From an optimization exercise on the open Yosys and OpenROAD flow, aimed at small area; shortcuts taken in it are not production practice. The RTL was checked by simulation tests, not by an equivalence proof against the original design. The clock input has no modelled driver; a real chip could not lean on it and would need a root buffer or a full tree. Power figures rest on the tool's default switching activity, not on a simulated workload.

run a:
==> module LiftController, before the edit <==
module LiftController(d_up, d_down, f, p_dir, rfloor, clk, reset);
input  [3:0] d_up;
input  [3:0] d_down;
input  [4:0] f;
output [1:0] p_dir;
input  clk, reset;
output reg [2:0] rfloor;
localparam [3:0] S0 = {2'b10, 2'd0};
reg [3:0] pstate, nstate;
reg [1:0] count;
reg       nz;     
reg       pdir;   
reg       rdir;
reg       idle;   
assign p_dir = {pdir & ~idle, ~(pdir | idle)};
wire none = ~(|f | |d_up | |d_down);
wire [1:0] g = pstate[3:2];
wire [1:0] i = (pstate[1:0] == 2'd0) ? 2'd0 : (pstate[1:0] == 2'd1) ? 2'd2 : (pstate[1:0] == 2'd2) ? 2'd1 : 2'd3;
wire i0 = (i == 2'd0), i1 = (i == 2'd1), i3 = (i == 2'd3);
wire isU  = (g == 2'd0);
wire isD  = (g == 2'd1);
wire isS  = (g == 2'd2);           
wire isS0 = isS & i0;
wire isSk = isS & ~i0;             
wire isS1 = isS & i1;
wire isS2 = isS & (i == 2'd2);
wire isS4 = (g == 2'd3) & i0;
wire isM  = (g == 2'd3) & ~i0;
wire mv   = ~g[1] | isM;
wire atk  = isSk & (rfloor[1:0] == i);    
wire upen = isU & ~i3 | isS0 | atk | isM & pdir & ~i3;
wire [4:1] ge = {upen, upen & (i != 2'd3), upen & ~i[1], upen & i0};
wire dnen = isD & ~i1 | isS4 | atk | isM & ~pdir & ~i1;
wire [3:0] le = {4{dnen}} & {i0, i0 | i3, i0 | i[1], 1'b1};    
wire [4:1] fu = f[4:1] & ge;
wire [4:1] hu_u = {1'b0, d_up[3:1]} & ge;
wire [4:1] hu_d = d_down[3:0] & ge & {1'b1, {3{~mv}}};
wire [4:1] hu = hu_u | hu_d;
reg [2:0] fu_fl, hu_fl; reg hu_rd;
always @* begin
    casez (fu)
    4'b???1: fu_fl = 3'd1;
    4'b??10: fu_fl = 3'd2;
    4'b?100: fu_fl = 3'd3;
    default: fu_fl = 3'd4;
    endcase
    casez (hu)
    4'b???1: begin hu_fl = 3'd1; hu_rd = hu_u[1]; end
    4'b??10: begin hu_fl = 3'd2; hu_rd = hu_u[2]; end
    4'b?100: begin hu_fl = 3'd3; hu_rd = hu_u[3]; end
    default: begin hu_fl = 3'd4; hu_rd = 1'b0; end
    endcase
end
wire fu_hit = |fu;
wire hu_hit = |hu;
wire hfirst = (isS1 & rdir) | (isS2 & ~rdir);
wire s1q = isS1 & ~rdir;
wire hu_en = ~(s1q & |f[4:1]);
wire use_h = hu_en & hu_hit & (hfirst | ~fu_hit);
wire u_hit = fu_hit | (hu_en & hu_hit);
wire [2:0] u_fl = use_h ? hu_fl : fu_fl;
wire u_rd = use_h ? hu_rd : 1'b1;
wire u_pd = ~s1q | use_h;
wire [3:0] fd = f[3:0] & le;
wire [3:0] hd_u = d_up[3:0] & le & {{3{~mv}}, 1'b1};
wire [3:0] hd_d = {d_down[2:0], 1'b0} & le;
wire [3:0] hd = hd_u | hd_d;
reg [2:0] fd_fl, hd_fl; reg hd_rd;
always @* begin
    casez (fd)
    4'b1???: fd_fl = 3'd3;
    4'b01??: fd_fl = 3'd2;
    4'b001?: fd_fl = 3'd1;
    default: fd_fl = 3'd0;
    endcase
    casez (hd)
    4'b1???: begin hd_fl = 3'd3; hd_rd = hd_u[3]; end
    4'b01??: begin hd_fl = 3'd2; hd_rd = hd_u[2]; end
    4'b001?: begin hd_fl = 3'd1; hd_rd = hd_u[1]; end
    default: begin hd_fl = 3'd0; hd_rd = hd_u[0] & ~(isS1 & rdir); end
    endcase
end
wire fd_hit = |fd;
wire d_hit = fd_hit | |hd;
wire [2:0] d_fl = fd_hit ? fd_fl : hd_fl;
wire d_rd = ~fd_hit & hd_rd;
wire sel_u = u_hit & ~(atk & ~rdir & d_hit);
wire sel_d = d_hit & ~(atk & rdir & u_hit);
wire [2:0] rf = sel_u ? u_fl : sel_d ? d_fl : rfloor;
wire rd = sel_u ? u_rd : sel_d ? d_rd : rdir;
wire go = ~none & (isS0 & (u_hit | rfloor != 3'd0) | isS4 & (d_hit | ~rfloor[2]) |
                   isSk & (~atk | u_hit | d_hit));
wire pd = isU | isS0 & (u_hit | rfloor != 3'd0) | pdir & ~isD &
          ~(isS4 & d_hit) & ~(isSk & sel_d) | isSk & sel_u & u_pd;
wire c2 = count[1];
wire [1:0] cnt = ~g[1] ? {count[0], ~(count[0] | count[1])} : count;
wire [3:0] tgt = 4'b0001 << (isU ? i + 2'd1 : i - 2'd1);    
wire arrive = isU & (i3 | |(tgt[3:1] & (f[3:1] | d_up[3:1]))) |
              isD & (i1 | |(tgt[3:1] & (f[3:1] | d_down[2:0])));
wire z = g[1] ? (~isM & ~go) : (nz | ~c2 & arrive);
wire leave = isM | go;
wire up = isS0 | ~isS4 & (isM ? pdir : pd);
wire [3:0] nsl = ~g[1] ? (c2 ? (isU ? {1'b1, ~nz | i3, i + 2'd1} : {1'b1, ~nz & ~i1, i - 2'd1}) : {g, i})
                       : (leave ? {1'b0, ~up, i} : {g, i});
wire [3:0] ns = {nsl[3:2], (nsl[1:0] == 2'd0) ? 2'd0 : (nsl[1:0] == 2'd1) ? 2'd2 : (nsl[1:0] == 2'd2) ? 2'd1 : 2'd3};
always @(posedge clk) begin
    if (reset) begin
        pstate <= S0; nstate <= S0; count <= 2'd0; nz <= 1'b1;
        pdir <= 1'b1; rdir <= 1'b0; rfloor <= 3'd0; idle <= 1'b1;
    end else begin
        pstate <= nstate;
        nstate <= ns; rfloor <= rf; rdir <= rd; count <= cnt; nz <= z; pdir <= pd;
        idle <= none;
    end
end
endmodule
==> flow/config.mk <==
export PLATFORM = sky130hd
export DESIGN_NAME = LiftController
export DESIGN_NICKNAME = LiftController
export VERILOG_FILES = /design/flow/design.v
export SDC_FILE = /design/flow/constraint.sdc
export NUM_CORES = 4
export LEC_CHECK = 0
export CAP_MARGIN = 20
export CORE_AREA = 2.3 2.72 77.74 76.16
export DIE_AREA = 0 0 80 80
export GPL_TIMING_DRIVEN = 0
export SLEW_MARGIN = 20
==> flow/constraint.sdc <==
create_clock -name core_clock -period 5.0 [get_ports {clk}]
set_input_delay 1.0000 -clock core_clock [delete_from_list [all_inputs] [get_ports {clk}]]
set_output_delay 1.0000 -clock core_clock [all_outputs]
set_load 0.01 [all_outputs]
standard.sh (not shown) runs the stock make flow with config.mk's settings and CLKGATE_MAP_FILE= SYNTH_SCRIPT=/design/flow/synth_recipe.tcl, a recipe that flattens the netlist after the stock synthesis.
==> flow/flow/run.sh <==
#!/bin/bash
# Standard synthesis, then a stronger area re-optimisation of its combinational logic
# (every flip-flop kept as it is), then the standard layout with small port buffers
# and a single clock buffer. Each tool's output goes to its own log file here.
set -euo pipefail
R=orfs/results/${FLOW_PLATFORM}/LiftController/base
YOSYS=$FLOW_HOME/../tools/install/yosys/bin/yosys
[[ -x $YOSYS ]] || YOSYS=yosys
LIB=$FLOW_HOME/platforms/${FLOW_PLATFORM}/lib/sky130_fd_sc_hd__tt_025C_1v80.lib

bash standard.sh synth > synth.log 2>&1
cp $R/1_2_yosys.v std_yosys.v

# several seeds of the same re-optimisation, four at a time; keep the smallest
SEEDS="1 2 3 4 5 6 7 8 9 10 11 12"
for s in $SEEDS; do
  sed "s/@SEED@/$s/" flow/deep.abc > deep_$s.abc
  REOPT_LIB=$LIB REOPT_DONTUSE=flow/dontuse.txt REOPT_IN=std_yosys.v REOPT_SCRIPT=deep_$s.abc \
  REOPT_OUT=reopt_$s.v REOPT_STAT=reopt_stat_$s.txt $YOSYS -c flow/reopt.tcl > reopt_$s.log 2>&1 &
  if (( s % 4 == 0 )); then wait; fi
done
wait
best=""; barea=""
for s in $SEEDS; do
  a=$(grep -i "chip area" reopt_stat_$s.txt | awk '{print $NF}') || continue
  [[ -n "$a" ]] || continue
  if [[ -z "$barea" ]] || awk "BEGIN{exit !($a < $barea)}"; then best=$s; barea=$a; fi
done
echo "seed $best area $barea" > reopt_choice.txt
if [[ -n "$best" ]]; then
  cp reopt_$best.v $R/1_2_yosys.v
  rm -f $R/1_synth.odb $R/1_synth.sdc
  bash standard.sh synth > synth_odb.log 2>&1
fi

# small port buffers; one clock buffer for all flip-flops instead of an H-tree
BUFFER_PORTS_ARGS="-buffer_cell sky130_fd_sc_hd__buf_1" PRE_CTS_TCL=$(pwd)/flow/one_clkbuf.tcl \
  bash standard.sh > layout.log 2>&1
Other scripts of this flow, unchanged in this note and not shown: flow/flow/deep.abc, flow/flow/dontuse.txt, flow/flow/one_clkbuf.tcl, flow/flow/reopt.tcl
Input changes introduced in run b (baseline for comparison: run a):
-- flow/design.v --
<<< run a, line 6
input  clk, reset;
output reg [2:0] rfloor;
localparam [3:0] S0 = {2'b10, 2'd0};
reg [3:0] pstate, nstate;
reg [1:0] count;
>>> run b, line 6
input  clk, reset;
output reg [2:0] rfloor;
localparam [3:0] S0 = 4'b1000;
reg [3:0] pstate, nstate;
reg [1:0] count;
<<< run a, line 16
wire none = ~(|f | |d_up | |d_down);
wire [1:0] g = pstate[3:2];
wire [1:0] i = (pstate[1:0] == 2'd0) ? 2'd0 : (pstate[1:0] == 2'd1) ? 2'd2 : (pstate[1:0] == 2'd2) ? 2'd1 : 2'd3;
wire i0 = (i == 2'd0), i1 = (i == 2'd1), i3 = (i == 2'd3);
wire isU  = (g == 2'd0);
>>> run b, line 16
wire none = ~(|f | |d_up | |d_down);
wire [1:0] g = pstate[3:2];
wire [1:0] i = pstate[1:0];
wire i0 = (i == 2'd0), i1 = (i == 2'd1), i3 = (i == 2'd3);
wire isU  = (g == 2'd0);
<<< run a, line 101
wire leave = isM | go;
wire up = isS0 | ~isS4 & (isM ? pdir : pd);
wire [3:0] nsl = ~g[1] ? (c2 ? (isU ? {1'b1, ~nz | i3, i + 2'd1} : {1'b1, ~nz & ~i1, i - 2'd1}) : {g, i})
                       : (leave ? {1'b0, ~up, i} : {g, i});
wire [3:0] ns = {nsl[3:2], (nsl[1:0] == 2'd0) ? 2'd0 : (nsl[1:0] == 2'd1) ? 2'd2 : (nsl[1:0] == 2'd2) ? 2'd1 : 2'd3};
always @(posedge clk) begin
    if (reset) begin
>>> run b, line 101
wire leave = isM | go;
wire up = isS0 | ~isS4 & (isM ? pdir : pd);
wire [3:0] ns = ~g[1] ? (c2 ? (isU ? {1'b1, ~nz | i3, i + 2'd1} : {1'b1, ~nz & ~i1, i - 2'd1}) : pstate)
                       : (leave ? {1'b0, ~up, i} : pstate);
always @(posedge clk) begin
    if (reset) begin
--- outcome ---
From run a to run b, initial antenna violation count did not move at all.
Lower max-slew headroom at the worst pin goes to run a over run b.
Run b and run a ended up with roughly the same worst clock skew on the final layout.
Diff run a -> run b: via count shrank by about 2.5%; routed metal-1 wirelength shrank by 3.8%; routability congestion estimate from global placement grew by 1.8%.
Re area after detailed placement: run b is 6.3 um2 up on run a.
On power: between run b and run a, it ends up lower for run b.
Run b against run a: via count of the first global-routing pass shows an increase of 61; sequential share of cell area shows no meaningful change; synthesized cell count shows a reduction of 3.
Between run b and run a, it is run b whose power share of the combinational group is lower, by 3.5 points.
Compared with run a, run b shows a lower critical path required time.
Routed wire length (run b vs. run a) increases slightly
No run of this note takes its clock network from TritonCTS; it comes from the design's own scripts or RTL.

what the ideal ports hide:
How much do the figures lean on ideal ports? The routed layouts below were timed once more, with nothing changed but the port constraints.
Step 1: set_driving_cell puts a clkbuf_16 on clk and a buf_2 on each other input, an assumption about the parent block.
Step 2, shift: input delay + t, output delay - t, t = (earliest + latest rising clock arrival at the registers) / 2. This alone moves slack from input paths to output paths.
Three values: ideal ports, drivers, drivers and shift; two values: the first two.
| run | t (ns) | slack for setup (ns) | worst slew at a driven data input, ns |
|---|---|---|---|
| run a | 0.179 | 1.381 / 1.381 / 1.282 | 0.03 |
| run b | 0.185 | 1.546 / 1.546 / 1.546 | 0.04 |
After both steps setup and hold are still met in every run listed. The setup slack of run a, which loses most, moves by 0.000 ns with the drivers and by -0.099 ns with both steps.
